Background: an optimization exercise with open tools, aiming at a short achievable clock period and few clock cycles. Do not read the settings as production practice. The RTL was checked by simulation tests, not by an equivalence proof against the original design. Power and IR drop assume default switching activity.

$ cat design.v
`timescale 1ns / 1ps
module mips(
    input clk,
    input reset,
    output [31:0] i_addr,
    input  [31:0] i_data,
    output [31:0] d_addr,
    output        d_we,
    output [3:0]  d_be,
    output [31:0] d_wdata,
    input  [31:0] d_rdata,
    output        wb_en,
    output [4:0]  wb_reg,
    output [31:0] wb_data,
    output [31:0] wb_pc
    );
    reg  [31:0] pcF;             
    reg  [31:0] pcFn;            
    reg         rst_q;
    reg  [31:0] instrD, pcD, pc4D;
    reg  [31:0] rsOH, rtOH;      
    reg         vD;              
    reg         hEa, hEb, hMa, hMb, hWa, hWb;
    reg  [31:0] gpr [1:31];
    reg  [31:0] hi, lo;
    reg  [31:0] pcE, aE_r, bE_r, immE, linkE;
    reg  [4:0]  shE, rdE;
    reg         wrE, loadE, storeE;
    reg         fAM, fAW, fBM, fBW;
    reg         e_add, e_subm, e_sum, e_and, e_or, e_xor, e_nor, e_slt, e_sltu;
    reg         e_sll, e_srl, e_sra, e_shv, e_lui, e_link, e_mfhi, e_mflo, e_bimm;
    reg         e_lb, e_lh, e_lw, e_lbu, e_lhu, e_sb, e_sh, e_sw;
    reg         e_mult, e_div, e_msgn, e_mthi, e_mtlo;
    reg         e_lbr, e_beq, e_bne, e_blez, e_bgtz, e_bltz, e_bgez;
    reg         e_fast;          
    reg  [31:0] resM, addrM, wdataM, pcM;
    reg  [3:0]  ldB0;            
    reg  [1:0]  ldB1;            
    reg         ldW;             
    reg  [3:0]  ldSg;            
    reg         ldX8, ldX16;     
    reg         nldM;            
    reg  [3:0]  beM;
    reg  [4:0]  rdM;
    reg         wrM, loadM, weM;
    reg  [31:0] pcW, wbD, nwdW;
    reg  [4:0]  wbR, nrdW;
    reg         nwrW, wbE;
    wire        wrW = ~nwrW;
    wire [31:0] wdW = ~nwdW;
    wire [4:0]  rdW = ~nrdW;
    wire [31:0] pcFi = ~pcFn;
    wire [31:0] pc4F = pcFi + 32'd4;
    assign i_addr = pcF;
    wire [5:0]  op  = instrD[31:26];
    wire [5:0]  fn  = instrD[5:0];
    wire [4:0]  rsD = instrD[25:21];
    wire [4:0]  rtD = instrD[20:16];
    wire [4:0]  rdD = instrD[15:11];
    wire [15:0] immD = instrD[15:0];
    wire        isR = vD & (op == 6'd0);
    wire d_sll   = isR & (fn == 6'h00);
    wire d_srl   = isR & (fn == 6'h02);
    wire d_sra   = isR & (fn == 6'h03);
    wire d_sllv  = isR & (fn == 6'h04);
    wire d_srlv  = isR & (fn == 6'h06);
    wire d_srav  = isR & (fn == 6'h07);
    wire d_jr    = isR & (fn == 6'h08);
    wire d_jalr  = isR & (fn == 6'h09);
    wire d_mfhi  = isR & (fn == 6'h10);
    wire d_mthi  = isR & (fn == 6'h11);
    wire d_mflo  = isR & (fn == 6'h12);
    wire d_mtlo  = isR & (fn == 6'h13);
    wire d_mult  = isR & (fn == 6'h18);
    wire d_multu = isR & (fn == 6'h19);
    wire d_div   = isR & (fn == 6'h1a);
    wire d_divu  = isR & (fn == 6'h1b);
    wire d_add   = isR & ((fn == 6'h20) | (fn == 6'h21));
    wire d_sub   = isR & ((fn == 6'h22) | (fn == 6'h23));
    wire d_and   = isR & (fn == 6'h24);
    wire d_or    = isR & (fn == 6'h25);
    wire d_xor   = isR & (fn == 6'h26);
    wire d_nor   = isR & (fn == 6'h27);
    wire d_slt   = isR & (fn == 6'h2a);
    wire d_sltu  = isR & (fn == 6'h2b);
    wire d_bltz  = vD & (op == 6'h01) & ~rtD[0];
    wire d_bgez  = vD & (op == 6'h01) &  rtD[0];
    wire d_j = vD & ((op == 6'h02));
    wire d_jal = vD & ((op == 6'h03));
    wire d_beq = vD & ((op == 6'h04));
    wire d_bne = vD & ((op == 6'h05));
    wire d_blez = vD & ((op == 6'h06));
    wire d_bgtz = vD & ((op == 6'h07));
    wire d_addi = vD & ((op == 6'h08) | (op == 6'h09));
    wire d_slti = vD & ((op == 6'h0a));
    wire d_sltiu = vD & ((op == 6'h0b));
    wire d_andi = vD & ((op == 6'h0c));
    wire d_ori = vD & ((op == 6'h0d));
    wire d_xori = vD & ((op == 6'h0e));
    wire d_lui = vD & ((op == 6'h0f));
    wire d_lb = vD & ((op == 6'h20));
    wire d_lh = vD & ((op == 6'h21));
    wire d_lw = vD & ((op == 6'h23));
    wire d_lbu = vD & ((op == 6'h24));
    wire d_lhu = vD & ((op == 6'h25));
    wire d_sb = vD & ((op == 6'h28));
    wire d_sh = vD & ((op == 6'h29));
    wire d_sw = vD & ((op == 6'h2b));
    wire d_load   = d_lb | d_lh | d_lw | d_lbu | d_lhu;
    wire d_store  = d_sb | d_sh | d_sw;
    wire d_shimm  = d_sll | d_srl | d_sra;
    wire d_shv    = d_sllv | d_srlv | d_srav;
    wire d_ralu   = d_add | d_sub | d_and | d_or | d_xor | d_nor | d_slt | d_sltu | d_shimm | d_shv;
    wire d_ialu   = d_addi | d_slti | d_sltiu | d_andi | d_ori | d_xori | d_lui;
    wire d_branch = d_beq | d_bne | d_blez | d_bgtz | d_bltz | d_bgez;
    wire d_mdstart = d_mult | d_multu | d_div | d_divu;
    wire d_mdop   = d_mdstart | d_mfhi | d_mflo | d_mthi | d_mtlo;
    wire use_rs = (d_ralu & ~d_shimm) | d_jr | d_jalr | d_mdstart | d_mthi | d_mtlo |
                  (d_ialu & ~d_lui) | d_load | d_store | d_branch;
    wire use_rt = d_ralu | d_mdstart | d_store | d_beq | d_bne;
    wire [4:0] dstD = d_jal ? 5'd31 :
                      (d_ralu | d_jalr | d_mfhi | d_mflo) ? rdD :
                      (d_ialu | d_load) ? rtD : 5'd0;
    wire wrD = (dstD != 5'd0);
    reg  [31:0] rfA, rfB;
    integer r;
    always @* begin
        rfA = 32'd0;
        rfB = 32'd0;
        for (r = 1; r < 32; r = r + 1) begin
            rfA = rfA | ({32{rsOH[r]}} & gpr[r]);
            rfB = rfB | ({32{rtOH[r]}} & gpr[r]);
        end
    end
    wire aM = hMa & ~loadM;
    wire bM = hMb & ~loadM;
    wire aW = hWa;
    wire bW = hWb;
    wire [31:0] aD = aM ? resM : aW ? wdW : rfA;
    wire [31:0] bD = bM ? resM : bW ? wdW : rfB;
    wire hitEa = hEa;
    wire hitEb = hEb;
    wire hitE  = (use_rs & hitEa) | (use_rt & hitEb);
    wire hitML = loadM & ((use_rs & hMa) | (use_rt & hMb));
    reg         m1v, m2v, m3v;           
    reg         m1h, m2h, m3h, m1l, m2l, m3l;    
    reg  [2:0]  dvst;            
    reg         dvh, dvl;        
    wire dvRun  = (dvst == 3'd1) | (dvst == 3'd2) | (dvst == 3'd3);
    wire hiPend = e_mult | e_div | (m1v & m1h) | (m2v & m2h) | (dvRun & dvh);
    wire loPend = e_mult | e_div | (m1v & m1l) | (m2v & m2l) | (dvRun & dvl);
    wire needJ   = d_jr | d_jalr;
    wire jfast   = e_fast & hitEa;
    wire stall   = (loadE & hitE) | (needJ & ((hitE & ~e_fast) | hitML)) |
                   (d_mfhi & hiPend) | (d_mflo & loPend);
    wire lateD   = d_branch & (hitE | hitML);
    wire a_eq_b = (aD == bD);
    wire a_zero = (aD == 32'd0);
    wire taken  = (d_beq & a_eq_b) | (d_bne & ~a_eq_b) |
                  (d_blez & (aD[31] | a_zero)) | (d_bgtz & ~aD[31] & ~a_zero) |
                  (d_bltz & aD[31]) | (d_bgez & ~aD[31]);
    wire [31:0] btarget = pc4D + {{14{immD[15]}}, immD, 2'b00};
    wire [31:0] jtarget = {pc4D[31:28], instrD[25:0], 2'b00};
    wire [31:0] npc = (taken | lateD) ? btarget :
                      (d_j | d_jal) ? jtarget :
                      (d_jr | d_jalr) ? (jfast ? fastE : aD) : pc4F;
    wire [31:0] immExt = d_lui ? {immD, 16'd0} :
                         (d_andi | d_ori | d_xori) ? {16'd0, immD} :
                         {{16{immD[15]}}, immD};
    always @(posedge clk) begin
        rst_q <= reset;
        if (rst_q) begin
            pcF    <= 32'h0000_3000;
            pcFn   <= ~32'h0000_3000;
            instrD <= 32'd0;
            rsOH   <= 32'd1;
            rtOH   <= 32'd1;
            vD     <= 1'b0;
            hEa    <= 1'b0;
            hEb    <= 1'b0;
            hMa    <= 1'b0;
            hMb    <= 1'b0;
            hWa    <= 1'b0;
            hWb    <= 1'b0;
        end else begin
            if (stall) begin
                hEa <= 1'b0;
                hEb <= 1'b0;
                hMa <= hEa;
                hMb <= hEb;
                hWa <= hMa;
                hWb <= hMb;
            end else begin
                hEa <= wrD & (dstD == i_data[25:21]);
                hEb <= wrD & (dstD == i_data[20:16]);
                hMa <= wrE & (rdE == i_data[25:21]);
                hMb <= wrE & (rdE == i_data[20:16]);
                hWa <= wrM & (rdM == i_data[25:21]);
                hWb <= wrM & (rdM == i_data[20:16]);
                vD  <= ~mispE;
            end
            if (mispE) begin
                pcF    <= linkE;
                pcFn   <= ~linkE;
            end else if (!stall) begin
                pcF    <= npc;
                pcFn   <= ~npc;
            end
            if (!stall) begin
                rsOH   <= 32'd1 << i_data[25:21];
                rtOH   <= 32'd1 << i_data[20:16];
                instrD <= i_data;
                pcD    <= pcFi;
                pc4D   <= pc4F;
            end
        end
    end
    always @(posedge clk) begin
        pcE   <= pcD;
        aE_r  <= aD;
        bE_r  <= bD;
        immE  <= immExt;
        linkE <= pc4D + 32'd4;
        shE   <= instrD[10:6];
        rdE   <= dstD;
        fAM   <= hitEa;
        fBM   <= hitEb;
        fAW   <= ~hitEa & hMa & loadM;
        fBW   <= ~hitEb & hMb & loadM;
        e_subm <= d_sub | d_slt | d_sltu | d_slti | d_sltiu;
        e_sum  <= d_add | d_addi | d_sub;
        e_and  <= d_and | d_andi;
        e_or   <= d_or | d_ori;
        e_xor  <= d_xor | d_xori;
        e_nor  <= d_nor;
        e_slt  <= d_slt | d_slti;
        e_sltu <= d_sltu | d_sltiu;
        e_sll  <= d_sll | d_sllv;
        e_srl  <= d_srl | d_srlv;
        e_sra  <= d_sra | d_srav;
        e_shv  <= d_shv;
        e_lui  <= d_lui;
        e_link <= d_jal | d_jalr;
        e_mfhi <= d_mfhi;
        e_mflo <= d_mflo;
        e_bimm <= d_ialu | d_load | d_store;
        e_lb   <= d_lb;
        e_lh   <= d_lh;
        e_lw   <= d_lw;
        e_lbu  <= d_lbu;
        e_lhu  <= d_lhu;
        e_sb   <= d_sb;
        e_sh   <= d_sh;
        e_sw   <= d_sw;
        e_msgn <= d_mult | d_div;
        e_fast <= d_and | d_andi | d_or | d_ori | d_xor | d_xori | d_nor | d_lui;
        e_beq  <= d_beq;
        e_bne  <= d_bne;
        e_blez <= d_blez;
        e_bgtz <= d_bgtz;
        e_bltz <= d_bltz;
        e_bgez <= d_bgez;
        if (rst_q | stall) begin
            wrE    <= 1'b0;
            loadE  <= 1'b0;
            storeE <= 1'b0;
            e_mult <= 1'b0;
            e_div  <= 1'b0;
            e_mthi <= 1'b0;
            e_mtlo <= 1'b0;
            e_lbr  <= 1'b0;
        end else begin
            e_lbr  <= lateD;
            wrE    <= wrD;
            loadE  <= d_load;
            storeE <= d_store;
            e_mult <= d_mult | d_multu;
            e_div  <= d_div | d_divu;
            e_mthi <= d_mthi;
            e_mtlo <= d_mtlo;
        end
    end
    wire [31:0] aE = fAM ? resM : fAW ? wdW : aE_r;
    wire [31:0] bE = fBM ? resM : fBW ? wdW : bE_r;
    wire [31:0] opB = e_bimm ? immE : bE;
    wire [31:0] fastE = ({32{e_and}}  & (aE & opB)) |
                        ({32{e_or}}   & (aE | opB)) |
                        ({32{e_xor}}  & (aE ^ opB)) |
                        ({32{e_nor}}  & ~(aE | opB)) |
                        ({32{e_lui}}  & immE);
    wire eqE   = (aE == bE);
    wire zE    = (aE == 32'd0);
    wire tkE   = (e_beq & eqE) | (e_bne & ~eqE) | (e_blez & (aE[31] | zE)) |
                 (e_bgtz & ~aE[31] & ~zE) | (e_bltz & aE[31]) | (e_bgez & ~aE[31]);
    wire mispE = e_lbr & ~tkE;
    wire [32:0] addsub = {1'b0, aE} + {1'b0, opB ^ {32{e_subm}}} + {32'd0, e_subm};
    wire        slt_r  = (aE[31] ^ opB[31]) ? aE[31] : addsub[31];
    wire        sltu_r = ~addsub[32];
    wire [4:0]  sa     = e_shv ? aE[4:0] : shE;
    wire [31:0] sll_r  = bE << sa;
    wire [32:0] sr_in  = {e_sra & bE[31], bE};
    wire [32:0] sr_o   = $signed(sr_in) >>> sa;
    wire [31:0] resE = ({32{e_sum}}  & addsub[31:0]) |
                       ({32{e_and}}  & (aE & opB)) |
                       ({32{e_or}}   & (aE | opB)) |
                       ({32{e_xor}}  & (aE ^ opB)) |
                       ({32{e_nor}}  & ~(aE | opB)) |
                       {31'd0, (e_slt & slt_r) | (e_sltu & sltu_r)} |
                       ({32{e_sll}}  & sll_r) |
                       ({32{e_srl | e_sra}} & sr_o[31:0]) |
                       ({32{e_lui}}  & immE) |
                       ({32{e_link}} & linkE) |
                       ({32{e_mfhi}} & hi) |
                       ({32{e_mflo}} & lo);
    wire [31:0] addrE = aE + immE;
    wire [3:0]  beE   = e_sw ? 4'b1111 :
                        e_sh ? (addrE[1] ? 4'b1100 : 4'b0011) :
                        (4'b0001 << addrE[1:0]);
    wire [31:0] wdE   = e_sw ? bE : e_sh ? {2{bE[15:0]}} : {4{bE[7:0]}};
    always @(posedge clk) begin
        resM   <= resE;
        addrM  <= addrE;
        ldB0   <= {4{e_lw}} & 4'b0001 |
                  {4{e_lh | e_lhu}} & (addrE[1] ? 4'b0100 : 4'b0001) |
                  {4{e_lb | e_lbu}} & (4'b0001 << addrE[1:0]);
        ldB1   <= {2{e_lw}} & 2'b01 |
                  {2{e_lh | e_lhu}} & (addrE[1] ? 2'b10 : 2'b01);
        ldW    <= e_lw;
        ldSg   <= {4{e_lh}} & (addrE[1] ? 4'b1000 : 4'b0010) |
                  {4{e_lb}} & (4'b0001 << addrE[1:0]);
        ldX8   <= e_lb;
        ldX16  <= e_lb | e_lh;
        nldM   <= ~loadE;
        wdataM <= wdE;
        beM    <= beE;
        pcM    <= pcE;
        rdM    <= rdE;
        if (rst_q) begin
            wrM   <= 1'b0;
            loadM <= 1'b0;
        end else begin
            wrM   <= wrE;
            loadM <= loadE;
        end
        if (reset | rst_q) weM <= 1'b0;
        else               weM <= storeE;
    end
    assign d_addr  = addrM;
    assign d_we    = weM;
    assign d_be    = beM;
    assign d_wdata = wdataM;
    wire        ld_s  = |(ldSg & {d_rdata[31], d_rdata[23], d_rdata[15], d_rdata[7]});
    wire [7:0]  ld_b0 = ({8{ldB0[0]}} & d_rdata[7:0])   | ({8{ldB0[1]}} & d_rdata[15:8]) |
                        ({8{ldB0[2]}} & d_rdata[23:16]) | ({8{ldB0[3]}} & d_rdata[31:24]);
    wire [7:0]  ld_b1 = ({8{ldB1[0]}} & d_rdata[15:8])  | ({8{ldB1[1]}} & d_rdata[31:24]) |
                        {8{ldX8 & ld_s}};
    wire [15:0] ld_hi = ({16{ldW}} & d_rdata[31:16]) | {16{ldX16 & ld_s}};
    wire [31:0] wbv   = ({32{nldM}} & resM) | {ld_hi, ld_b1, ld_b0};
    always @(posedge clk) begin
        nwdW <= ~wbv;
        nrdW <= ~rdM;
        wbD  <= wbv;
        wbR  <= rdM;
        pcW  <= pcM;
        if (reset | rst_q) begin
            nwrW <= 1'b1;
            wbE  <= 1'b0;
        end else begin
            nwrW <= ~wrM;
            wbE  <= wrM;
        end
    end
    assign wb_en   = wbE;
    assign wb_reg  = wbR;
    assign wb_data = wbD;
    assign wb_pc   = pcW;
    integer i;
    always @(posedge clk) begin
        if (rst_q) begin
            for (i = 1; i < 32; i = i + 1) gpr[i] <= 32'd0;
        end else if (wrW) begin
            gpr[rdW] <= wdW;
        end
    end
    reg  [31:0] mA, mB;
    reg         mS;
    wire [33:0] xA  = {{2{mS & mA[31]}}, mA};           
    wire [34:0] yP  = {{2{mS & mB[31]}}, mB, 1'b0};     
    reg  [63:0] pp [0:17];
    reg  [63:0] negs;
    reg  [2:0]  bt;
    reg  [33:0] bx;
    integer k;
    always @* begin
        negs = 64'd0;
        for (k = 0; k < 17; k = k + 1) begin
            bt = yP[2*k +: 3];
            case (bt)
                3'b001, 3'b010: bx = xA;
                3'b101, 3'b110: bx = ~xA;
                3'b011:         bx = {xA[32:0], 1'b0};
                3'b100:         bx = ~{xA[32:0], 1'b0};
                default:        bx = 34'd0;
            endcase
            pp[k] = {{30{bx[33]}}, bx} << (2 * k);
            negs[2*k] = bt[2] & ~(bt[1] & bt[0]);
        end
        pp[17] = negs;
    end
    function [127:0] csa(input [63:0] a, input [63:0] b, input [63:0] c);
        csa = {((a & b) | (a & c) | (b & c)) << 1, a ^ b ^ c};
    endfunction
    wire [127:0] c1a = csa(pp[0],  pp[1],  pp[2]);
    wire [127:0] c1b = csa(pp[3],  pp[4],  pp[5]);
    wire [127:0] c1c = csa(pp[6],  pp[7],  pp[8]);
    wire [127:0] c1d = csa(pp[9],  pp[10], pp[11]);
    wire [127:0] c1e = csa(pp[12], pp[13], pp[14]);
    wire [127:0] c1f = csa(pp[15], pp[16], pp[17]);
    wire [127:0] c2a = csa(c1a[63:0], c1a[127:64], c1b[63:0]);
    wire [127:0] c2b = csa(c1b[127:64], c1c[63:0], c1c[127:64]);
    wire [127:0] c2c = csa(c1d[63:0], c1d[127:64], c1e[63:0]);
    wire [127:0] c2d = csa(c1e[127:64], c1f[63:0], c1f[127:64]);
    wire [127:0] c3a = csa(c2a[63:0], c2a[127:64], c2b[63:0]);
    wire [127:0] c3b = csa(c2b[127:64], c2c[63:0], c2c[127:64]);
    wire [127:0] c4a = csa(c3a[63:0], c3a[127:64], c3b[63:0]);
    wire [127:0] c4b = csa(c3b[127:64], c2d[63:0], c2d[127:64]);
    reg  [63:0] s1a, s1b, s1c, s1d;
    wire [127:0] c5a = csa(s1a, s1b, s1c);
    wire [127:0] c6a = csa(c5a[63:0], c5a[127:64], s1d);
    wire [32:0]  lo2 = {1'b0, c6a[31:0]} + {1'b0, c6a[95:64]};
    reg  [31:0]  s2lo, s2a, s2b;
    reg          s2c;
    always @(posedge clk) begin
        mA <= aE;
        mB <= bE;
        mS <= e_msgn;
        s1a  <= c4a[63:0];
        s1b  <= c4a[127:64];
        s1c  <= c4b[63:0];
        s1d  <= c4b[127:64];
        s2lo <= lo2[31:0];
        s2c  <= lo2[32];
        s2a  <= c6a[63:32];
        s2b  <= c6a[127:96];
        m1h <= 1'b1;
        m1l <= 1'b1;
        m2h <= m1h & ~e_mthi;
        m2l <= m1l & ~e_mtlo;
        m3h <= m2h & ~e_mthi;
        m3l <= m2l & ~e_mtlo;
        if (rst_q) begin
            m1v <= 1'b0;
            m2v <= 1'b0;
            m3v <= 1'b0;
        end else begin
            m1v <= e_mult;
            m2v <= m1v;
            m3v <= m2v;
        end
    end
    wire [31:0] prod_hi = s2a + s2b + {31'd0, s2c};
    function [5:0] clz32(input [31:0] x);
        reg [31:0] v;
        reg [4:0]  n;
        begin
            v = x;
            n = 5'd0;
            if (v[31:16] == 16'd0) begin n[4] = 1'b1; v = {v[15:0], 16'd0}; end
            if (v[31:24] == 8'd0)  begin n[3] = 1'b1; v = {v[23:0], 8'd0};  end
            if (v[31:28] == 4'd0)  begin n[2] = 1'b1; v = {v[27:0], 4'd0};  end
            if (v[31:30] == 2'd0)  begin n[1] = 1'b1; v = {v[29:0], 2'd0};  end
            n[0] = ~v[31];
            clz32 = (x == 32'd0) ? 6'd32 : {1'b0, n};
        end
    endfunction
    reg  [31:0] dvA, dvB;        
    reg         dvNq, dvNr;      
    reg  [5:0]  dvZA, dvZB;      
    reg  [33:0] dvB3;            
    reg  [31:0] dvR, dvQ;
    reg  [33:0] dvD1, dvD2, dvD3;    
    reg  [4:0]  dvCnt;           
    wire        aNeg = e_msgn & aE[31];
    wire        bNeg = e_msgn & bE[31];
    wire [5:0]  dvS  = dvZB - dvZA;
    wire [4:0]  dvP  = {dvS[4:1], 1'b0};      
    wire [34:0] dt1 = {3'd0, dvR} - {1'b0, dvD1};
    wire [34:0] dt2 = {3'd0, dvR} - {1'b0, dvD2};
    wire [34:0] dt3 = {3'd0, dvR} - {1'b0, dvD3};
    wire        g1  = ~dt1[34];
    wire        g2  = ~dt2[34];
    wire        g3  = ~dt3[34];
    always @(posedge clk) begin
        if (e_div) begin
            dvA  <= aNeg ? (~aE + 32'd1) : aE;
            dvB  <= bNeg ? (~bE + 32'd1) : bE;
            dvNq <= aNeg ^ bNeg;
            dvNr <= aNeg;
        end
        dvZA <= clz32(dvA);
        dvZB <= clz32(dvB);
        dvB3 <= {2'b00, dvB} + {1'b0, dvB, 1'b0};
        if (e_div) begin
            dvh <= 1'b1;
            dvl <= 1'b1;
        end else begin
            if (e_mthi) dvh <= 1'b0;
            if (e_mtlo) dvl <= 1'b0;
        end
        case (dvst)
            3'd2: begin
                dvR   <= dvA;
                dvQ   <= 32'd0;
                dvD1  <= {2'b00, dvB} << dvP;
                dvD2  <= {1'b0, dvB, 1'b0} << dvP;
                dvD3  <= dvB3 << dvP;
                dvCnt <= {1'b0, dvP[4:1]};
            end
            3'd3: begin
                dvR   <= g3 ? dt3[31:0] : g2 ? dt2[31:0] : g1 ? dt1[31:0] : dvR;
                dvQ   <= {dvQ[29:0], g2 | g3, g3 | (g1 & ~g2)};
                dvD1  <= {2'b00, dvD1[33:2]};
                dvD2  <= {2'b00, dvD2[33:2]};
                dvD3  <= {2'b00, dvD3[33:2]};
                dvCnt <= dvCnt - 5'd1;
            end
            default: ;
        endcase
        if (rst_q | e_mult) begin
            dvst <= 3'd0;
        end else if (e_div) begin
            dvst <= 3'd1;
        end else begin
            case (dvst)
                3'd0: dvst <= 3'd0;
                3'd1: dvst <= 3'd2;
                3'd2: dvst <= (dvZB < dvZA) ? 3'd4 : 3'd3;
                3'd3: if (dvCnt == 5'd0) dvst <= 3'd4;
                default: dvst <= 3'd0;
            endcase
        end
    end
    always @(posedge clk) begin
        if (rst_q) begin
            hi <= 32'd0;
            lo <= 32'd0;
        end else begin
            if (e_mthi)
                hi <= aE;
            else if (m3v & m3h)
                hi <= prod_hi;
            else if ((dvst == 3'd4) & dvh)
                hi <= dvNr ? (~dvR + 32'd1) : dvR;
            if (e_mtlo)
                lo <= aE;
            else if (m3v & m3l)
                lo <= s2lo;
            else if ((dvst == 3'd4) & dvl)
                lo <= dvNq ? (~dvQ + 32'd1) : dvQ;
        end
    end
endmodule
$ cat flow/run.sh
#!/bin/bash
# Standard layout, with timing repair asked to leave extra setup slack so that the
# optimiser works on the real critical paths (the SDC and clock period are unchanged).
set -euo pipefail
export SETUP_SLACK_MARGIN=14.5
bash standard.sh > standard.log 2>&1
$ cat standard.sh
#!/bin/bash
# synth_recipe.tcl (not shown) runs the flow's synth.tcl, then flattens the netlist and writes it again
# the make line also repeats each setting of config.mk as NAME=value (left out here)
make -C /OpenROAD-flow-scripts/flow DESIGN_CONFIG=/design/flow/config.mk WORK_HOME=/design/flow/orfs CLKGATE_MAP_FILE= SYNTH_SCRIPT=/design/flow/synth_recipe.tcl "${@:-finish}"
$ cat config.mk
export PLATFORM = sky130hd
export DESIGN_NAME = mips
export DESIGN_NICKNAME = mips
export VERILOG_FILES = /design/flow/design.v
export SDC_FILE = /design/flow/constraint.sdc
export NUM_CORES = 4
export LEC_CHECK = 0
export ABC_CLOCK_PERIOD_IN_PS = 3000
export CAP_MARGIN = 20
export CORE_MARGIN = 2
export CORE_UTILIZATION = 40
export PLACE_DENSITY = 0.6
export SLEW_MARGIN = 20
$ cat constraint.sdc
create_clock -name core_clock -period 20.0 [get_ports {clk}]
set_input_delay 4.0000 -clock core_clock [delete_from_list [all_inputs] [get_ports {clk}]]
set_output_delay 4.0000 -clock core_clock [all_outputs]
set_load 0.01 [all_outputs]
==> impl_metrics.json, run 1 <==
{
  "cap_violations": 0,
  "drv_slew": 0,
  "hold_viol_final": 0,
  "dieWidth_um": 609.3,
  "placed_area_mm2": 0.1541,
  "dp_hpwl_um": 476100,
  "synth_cell_type_count": 99,
  "drt_iter0_markers": 23249,
  "dieArea_mm2": 0.3712,
  "syn_inst": 15259,
  "power_density_mw_per_mm2": 103.6,
  "grt_pass1_wl_um": 983500,
  "first_global_vias": 122911,
  "tightest_slew_ns": 1.333,
  "cp-start-kind": "flop",
  "cts_buffers": 278,
  "clock_latency_ns": 1.02,
  "post-route-period-util_pct": 28.81,
  "antenna_found_initial": 65,
  "skew_ns": 0.1225,
  "clockBufferDepth": 4,
  "syn-cell-area_mm2": 0.1466,
  "pin_count": 237,
  "yosysTopAreaCell": "edfxtp_1",
  "drive_gt1_share_pct": 9.551,
  "drc": 0,
  "synth.most_common_cell": "nor2_1",
  "synth_common_cells": "nor2_1 (1,943), edfxtp_1 (1,274), dfxtp_1 (1,132), nand2_1 (1,028), inv_1 (983)",
  "cts_hold_buf": 0,
  "ir_drop_v": 0.0001186,
  "criticalPathCategory": "reg2reg",
  "initial_core_util_pct": 40.12,
  "wire_per_inst_um": 35.79,
  "cp-end-kind": "flop",
  "fin_area_mm2": 0.1638,
  "cp_max_fo": 20,
  "yosys_warnings": 2,
  "p_leak_uw": 0.06555,
  "setup_violations": 0,
  "maxSlewHeadroom_pct": 10.22,
  "timing.final.ws_setup_ns": 14.24,
  "rows": 222,
  "fp.coreArea_mm2": 0.3653,
  "cp_data_required_time_ns": 20.81,
  "place.gp.congestion": 1.066,
  "cts_tree": "built",
  "root_buffer": "clkbuf_16",
  "syn_to_final_growth_pct": 11.80,
  "finalCriticalPeriod_ns": 5.763,
  "clock.fmax_ghz": 0.1735,
  "synth_seq_area_share_pct": 41.57,
  "status": "finished clean",
  "grt_max_degree": 100,
  "port_buffers": 236,
  "synth_edf_count": 1274,
  "cts_sinks": 2406,
  "grt_use_total_pct": 37.30,
  "drt_wl_total_um": 719000,
  "power_uw": 16970,
  "synth_top_area_share_pct": 26.10,
  "crit_arrival_ns": 6.58,
  "layout.nets": 16094,
  "post-place-ws_ns": 14.03,
  "rsz0062_at_grt": "yes",
  "setup_tns_ns": 0,
  "async_flop_share_pct": 0,
  "htreeDepth": 5,
  "fin_util_pct": 44.86,
  "drt_pass1_iterations": 13,
  "vias_per_cell": 6.649,
  "vias": 133550,
  "synth_nets": 16381,
  "synth_ff_type": "edfxtp_1",
  "hp-class": "reg2reg",
  "antenna_left": 0,
  "dieHeight_um": 609.3,
  "synth_area_leaders": "edfxtp_1 (26%), dfxtp_1 (15%), fa_1 (7.9%)",
  "overflow": 0,
  "synth_area_per_cell_um2": 9.604,
  "clk_pin_slew_worst_paths_ns": 0.06,
  "ys_seq_elements": 2406
}
[flip-flops by register name (all words and copies together) (netlist names), 34 cells and up]
signal and cells:
gpr 992, s1a 63, s1b 58, s1c 55, s1d 40, dvB3 34, dvD3 34
[metrics by stage]
stage | instances | hold slack [ns]
6_report | 20087 | 0.2958
3_3_place_gp | 19489 | 0.3114
3_5_place_dp | 19490 | 0.3121
4_1_cts | 20007 | 0.2906
2_1_floorplan | 15259 | 0.3096
5_1_grt | 20042 | 0.3020
[placed cells by master, fill, tap and decap left out, types with 287 or more instances in the layout]
cell / instances
nor2_1: 1925
edfxtp_1: 1274
nand2_1: 990
inv_1: 981
dfxtp_1: 957
a21oi_1: 769
fa_1: 579
o21ai_0: 548
a22oi_1: 534
xnor2_1: 527
xor2_1: 512
a221oi_1: 481
ha_1: 476
buf_4: 424
mux2i_1: 333
a22o_1: 330
clkbuf_16: 287
[layer usage]
layer / GRT usage (%) / vias up / part of all wire, %
li1: - / 54047 / -
met1: 45.75 / 64137 / 35
met2: 52.28 / 11740 / 40
met3: 14.62 / 3590 / 15
met4: 28.52 / 36 / 10
met5: 1.020 / - / 0.12
[path summary, 6_finish.rpt]
path	start	to	slack, ns	cells after the start
setup / recovery	rsOH[29]	pcF[9]	14.24	15
hold / removal	pcM[15]	pcW[15]	0.30	0
setup reg to reg	rsOH[29]	pcF[9]	14.24	15
hold reg to reg	pcM[15]	pcW[15]	0.30	0
[layout make-up]
cell class	instances	area [µm²]
fillers	34689	201400
clock buffers	371	7787
multi-input cells	10613	77870
repair buffers	684	5499
well taps	4816	6026
diodes	79	197.7
flip-flops and latches	2406	61230
clock inverters	129	1521
inverters	989	3717
[worst max-delay path: stages (launching register included)]
cell      delay, ns
dfxtp_2        0.88
buf_4          0.70
a22o_1         0.24
a221oi_1       0.05
nand4_1        0.16
o31a_1         0.64
nor4_2         0.13
nand4_1        0.15
a21oi_1        0.11
a41oi_1        0.44
nor2_2         0.15
a21oi_1        0.49
and3_2         0.41
buf_4          0.38
mux2_4         0.35
a221o_1        0.25
[power by group]
part	internal (µW)	switching, µW	total [µW]
clock	3040	2290	5330
sequential	5710	322	6030
combinational	1930	3680	5610
total	10700	6290	17000
[timing repair]
action | in CTS | in global routing
setup buffers | 11 | 0
endpoints found under the setup margin | 286 | 104
resized for setup | 732 | 52
pin swaps | 1 | 0
hold endpoints to repair | 0 | 0
gates cloned | 6 | 0
[cells by family (layout without fill, tap and decap cells)]
kind of cell    count (synthesis)  count (layout)  synth area share [%]
compound gates               3971            3971                 19.19
xor+xnor                     1057            1057                 6.317
fa+ha+maj                    1056            1056                 11.99
buf+inv                      2241            2173                 5.910
flops                        2406            2406                 41.57
mux                           357             357                 2.489
other cells                     1              80              0.002559
simple gates                 4170            4171                 12.54
Testbench counts, summed over its fixed seeds: cycles 51,532.
==> inputs of run 2 (changes only) <==
--- a/design.v
+++ b/design.v
@@ -44,6 +44,6 @@
     reg  [4:0]  rdM;
     reg         wrM, loadM, weM;
-    reg  [31:0] pcW, wbD, nwdW;
-    reg  [4:0]  wbR, nrdW;
+    reg  [31:0] pcW, nwdW, pcT, wbD;
+    reg  [4:0]  nrdW, wbR;
     reg         nwrW, wbE;
     wire        wrW = ~nwrW;
@@ -147,7 +147,8 @@
     reg  [2:0]  dvst;            
     reg         dvh, dvl;        
-    wire dvRun  = (dvst == 3'd1) | (dvst == 3'd2) | (dvst == 3'd3);
-    wire hiPend = e_mult | e_div | (m1v & m1h) | (m2v & m2h) | (dvRun & dvh);
-    wire loPend = e_mult | e_div | (m1v & m1l) | (m2v & m2l) | (dvRun & dvl);
+    wire dvBlock = (dvst == 3'd1) | ((dvst == 3'd2) & ~(dvZB < dvZA)) |
+                   ((dvst == 3'd3) & (dvCnt != 5'd0));
+    wire hiPend = e_mult | e_div | (m1v & m1h) | (dvBlock & dvh);
+    wire loPend = e_mult | e_div | (m1v & m1l) | (dvBlock & dvl);
     wire needJ   = d_jr | d_jalr;
     wire jfast   = e_fast & hitEa;
@@ -311,6 +312,6 @@
                        ({32{e_lui}}  & immE) |
                        ({32{e_link}} & linkE) |
-                       ({32{e_mfhi}} & hi) |
-                       ({32{e_mflo}} & lo);
+                       ({32{e_mfhi}} & hiE) |
+                       ({32{e_mflo}} & loE);
     wire [31:0] addrE = aE + immE;
     wire [3:0]  beE   = e_sw ? 4'b1111 :
@@ -360,7 +361,8 @@
         nwdW <= ~wbv;
         nrdW <= ~rdM;
-        wbD  <= wbv;
-        wbR  <= rdM;
         pcW  <= pcM;
+        wbD  <= wdW;
+        wbR  <= rdW;
+        pcT  <= pcW;
         if (reset | rst_q) begin
             nwrW <= 1'b1;
@@ -368,5 +370,5 @@
         end else begin
             nwrW <= ~wrM;
-            wbE  <= wrM;
+            wbE  <= wrW;
         end
     end
@@ -374,5 +376,5 @@
     assign wb_reg  = wbR;
     assign wb_data = wbD;
-    assign wb_pc   = pcW;
+    assign wb_pc   = pcT;
     integer i;
     always @(posedge clk) begin
@@ -460,4 +462,8 @@
     end
     wire [31:0] prod_hi = s2a + s2b + {31'd0, s2c};
+    wire [31:0] dvHi    = dvNr ? (~dvR + 32'd1) : dvR;
+    wire [31:0] dvLo    = dvNq ? (~dvQ + 32'd1) : dvQ;
+    wire [31:0] hiE     = (m3v & m3h) ? prod_hi : ((dvst == 3'd4) & dvh) ? dvHi : hi;
+    wire [31:0] loE     = (m3v & m3l) ? s2lo : ((dvst == 3'd4) & dvl) ? dvLo : lo;
     function [5:0] clz32(input [31:0] x);
         reg [31:0] v;
@@ -551,5 +557,5 @@
                 hi <= prod_hi;
             else if ((dvst == 3'd4) & dvh)
-                hi <= dvNr ? (~dvR + 32'd1) : dvR;
+                hi <= dvHi;
             if (e_mtlo)
                 lo <= aE;
@@ -557,5 +563,5 @@
                 lo <= s2lo;
             else if ((dvst == 3'd4) & dvl)
-                lo <= dvNq ? (~dvQ + 32'd1) : dvQ;
+                lo <= dvLo;
         end
     end
==> flow/run.sh (replaced) <==
#!/bin/bash
# Standard layout with two changes to how it is optimised (the SDC, clock period and
# constraints are unchanged):
#  - timing repair is asked to leave extra setup slack, so that it works on the real
#    critical paths instead of stopping at the relaxed clock;
#  - the port buffers are buf_4 cells instead of the default delay-buffer cell.
set -euo pipefail
export SETUP_SLACK_MARGIN=15.2
export BUFFER_PORTS_ARGS="-buffer_cell sky130_fd_sc_hd__buf_4"
bash standard.sh > standard.log 2>&1
--- a/config.mk
+++ b/config.mk
@@ -9,5 +9,5 @@
 export CAP_MARGIN = 20
 export CORE_MARGIN = 2
-export CORE_UTILIZATION = 40
-export PLACE_DENSITY = 0.6
+export CORE_UTILIZATION = 35
+export PLACE_DENSITY = 0.5
 export SLEW_MARGIN = 20
==> run 2 against run 1 <==
Clock skew shrank 0.0014 ns. Cell area increased by 3.1%. Fmax up 2.1%. Count of clock-buffer cells in the layout up 14. Non-clock buffer count grew 98. Clock power increased by 3%. Setup slack better by 0.12 ns. Register-to-register slack better by 0.75 ns. Routed wire length grew 11%. Largest power group unchanged. Highest routed layer unchanged.
==> impl_metrics.json, run 2 <==
{
  "finalCriticalPeriod_ns": 5.643,
  "nFillCells": 41000,
  "pin_count": 237,
  "path_cells": "buf_12, buf_16, buf_6",
  "hold_path_end": "ldW",
  "path_delay_family": "buffers and inverters",
  "hold_viol_final": 0,
  "criticalPathCategory": "reg2out",
  "rows": 237,
  "numPlacedInstances": 20201,
  "drc": 0,
  "overflow": 0,
  "drt_wl_total_um": 799400,
  "cp-start-kind": "flop",
  "antenna_left": 0,
  "critPathBufInv": 3,
  "hp-class": "reg2reg",
  "multiInputGateArea_mm2": 0.07853,
  "async_flop_share_pct": 0,
  "layout_common_cells": "nor2_1 (1,827), edfxtp_1 (1,274), nand2_1 (1,095)",
  "ir_drop_v": 0.00008125,
  "htreeDepth": 5,
  "cap_violations": 0,
  "vias_per_cell": 6.434,
  "drive_gt1_share_pct": 12.96,
  "p_int_uw": 10830,
  "min_from": "e_lw",
  "power_density_mw_per_mm2": 101.1,
  "cp_data_required_time_ns": 16.00,
  "synth_area_per_cell_um2": 9.580,
  "wire_per_inst_um": 38.26,
  "ys_seq_elements": 2438,
  "fp.coreArea_mm2": 0.4169,
  "cts_hold_buf": 0,
  "setup_violations": 0,
  "dieArea_mm2": 0.4241,
  "switching_share_pct": 36.61,
  "largest-register": "gpr",
  "drt_iter0_markers": 21626,
  "rsz0062_at_grt": "yes",
  "grt_pass1_wl_um": 1071000,
  "cp_slowest_cell": "dfxtp_4",
  "post-route-period-util_pct": 28.21,
  "synth.most_common_cell": "nor2_1",
  "maxSlewHeadroom_pct": 9.409,
  "clock_latency_ns": 1.02,
  "synth_top_area_share_pct": 26.09,
  "fin_util_pct": 40.51,
  "layout.nets": 16247,
  "synth_common_cells": "nor2_1 (1,845), edfxtp_1 (1,274), nand2_1 (1,167), dfxtp_1 (1,164), clkbuf_1 (1,071)",
  "grt_use_total_pct": 36.18,
  "fin_area_mm2": 0.1689,
  "initial_core_util_pct": 35.17,
  "drt_pass1_iterations": 13,
  "dieWidth_um": 651.2,
  "grt.met2_usage_pct": 52.47,
  "status": "finished clean",
  "dp_hpwl_um": 531400,
  "final_common_cell": "nor2_1",
  "clkPwrFrac_pct": 32.0,
  "place.gp.congestion": 1.038,
  "synth_seq_area_share_pct": 41.99,
  "yosysTopAreaCell": "edfxtp_1",
  "grt_use_met1_pct": 43.64,
  "dieHeight_um": 651.2,
  "drv_slew": 0,
  "p_leak_uw": 0.06731,
  "syn-cell-area_mm2": 0.1466,
  "syn_to_final_growth_pct": 15.18,
  "cp_max_fo": 2,
  "seq_area_mm2": 0.06219,
  "synth_edf_count": 1274,
  "setup_tns_ns": 0,
  "power_switching_uw": 6253,
  "timing.final.ws_setup_ns": 14.36,
  "grt_max_degree": 128,
  "instances_no_fill": 20892,
  "vias": 134424,
  "clock.fmax_ghz": 0.1772,
  "synth_nets": 16427,
  "synth_ff_type": "edfxtp_1",
  "cts_tree": "built",
  "largest_register_ffs": 992,
  "cts_sinks": 2438,
  "yosys_warnings": 2,
  "antenna_found_initial": 55,
  "crit_arrival_ns": 1.64,
  "first_global_vias": 125368,
  "post-place-ws_ns": 14.13,
  "reg.largest.list": "gpr x992, s1a x63, s1b x58",
  "worstReg2RegStart": "rtOH[24]",
  "placed_area_mm2": 0.1546,
  "ff2ff_setup_slack_ns": 14.99,
  "clockBufferDepth": 4,
  "top_usage_layer": "met2",
  "synth_area_leaders": "edfxtp_1 (26%), dfxtp_1 (16%), fa_1 (7.9%)",
  "reg2reg_to": "pcF[28]",
  "cp-end-kind": "output pin",
  "synth_cell_type_count": 105,
  "reg2reg_depth": 16,
  "port_buffers": 236,
  "power_frac_comb_pct": 31.9,
  "sequentialPowerShare_pct": 36.1,
  "hold_path_depth": 0,
  "met3_usage_pct": 11.99,
  "syn_inst": 15304,
  "tightest_slew_ns": 1.351,
  "max_stage_delay_ns": 0.35,
  "cts_buffers": 289,
  "skew_ns": 0.1211,
  "clk_pin_slew_worst_paths_ns": 0.06,
  "root_buffer": "clkbuf_16"
}
-- run 2: area by class of cell --
cell class	instances	area share, %
Clock buffer	385	4.771
Clock inverter	140	0.8683
Inverter	980	2.195
Antenna cell	37	0.05483
Timing Repair Buffer	782	4.712
Tap cell	5497	4.073
Sequential cell	2438	36.83
Multi-Input combinational cell	10633	46.50
-- run 2: through the flow --
step	hold WS [ns]	power [µW]
floorplan	0.3096	9277
global placement	0.3125	11470
detailed placement	0.3121	11460
CTS	0.3147	17010
global route	0.3186	17820
finish	0.3075	17080
-- run 2: cells by family after synthesis --
kind of cell / Yosys count / share of synthesized area, %
other cells: 1 / 0.002558
mux: 274 / 1.901
compound gates: 4136 / 19.75
simple gates: 4096 / 12.16
fa+ha+maj: 1057 / 11.99
xor+xnor: 1060 / 6.332
buf+inv: 2242 / 5.871
flops: 2438 / 41.99
-- run 2: worst reg2reg max path: cells and delay by family (launching register included) --
| family | cells | cell delay (ns) |
|---|---|---|
| buffers and inverters | 3 | 1.18 |
| DFF | 1 | 0.49 |
| and+or+nand+nor | 6 | 1.33 |
| AOI/OAI and AO/OA | 7 | 1.81 |
-- run 2: power by group through the flow --
stage / registers (µW) / logic [µW] / clock network (µW)
after floorplan: 6040 / 3230 / 0
after global placement: 6250 / 5210 / 0
after detailed placement: 6250 / 5220 / 0
after CTS: 6160 / 5380 / 5480
after global routing: 6180 / 5980 / 5660
final: 6170 / 5450 / 5470
-- run 2: worst max-delay path by stage --
stage / startpoint / end / slack, ns / cells past startpoint
after floorplan: i_data[22] / rsOH[4] / 15.09 / 5
after CTS: wdataM[1] / d_wdata[1] / 14.31 / 3
final: wdataM[1] / d_wdata[1] / 14.36 / 3
after detailed placement: i_data[23] / rsOH[20] / 14.13 / 6
after global routing: wdataM[1] / d_wdata[1] / 14.32 / 3
after global placement: i_data[23] / rsOH[20] / 14.11 / 6
-- run 2: metal layers --
layer  up-vias  wire length, µm
li1      54365                -
met1     65669           288400
met2     10810           327900
met3      3554            98270
met4        26            84080
met5         -              746
-- run 2: timing repair --
action                                  4_1_cts  5_1_grt
pin swaps                                    20       42
setup buffers                                59       46
endpoints found under the setup margin      600      441
cloned                                       13        8
gates resized for setup                     641      335
Testbench counts of run 2, summed over its fixed seeds: cycles 51,418.

[re-timing with driven ports]
How much do the figures lean on ideal ports? The routed layouts below were timed once more, with nothing changed but the port constraints. Step 1 (the two cells are an assumption about what drives the block):
set clk [get_ports {clk}]
set_driving_cell -lib_cell sky130_fd_sc_hd__clkbuf_16 $clk
set_driving_cell -lib_cell sky130_fd_sc_hd__buf_2 [delete_from_list [all_inputs] $clk]
Step 2 also shifts input and output timing later by t, the mid clock arrival at the registers, as if the neighbouring blocks saw the same clock. Three values: ideal ports, drivers, drivers and shift; two values: the first two.
run	shift t [ns]	slack for setup (ns)	hold slack, ns
run 1	1.050	14.237 / 14.237 / 13.989	0.296 / 0.296 / 0.296
run 2	1.077	14.357 / 14.243 / 14.273	0.307 / 0.307 / 0.307
After both steps setup and hold are still met in every run listed. For run 1, which loses most, drivers alone change the setup slack by 0.000 ns; drivers and shift together by -0.248 ns.
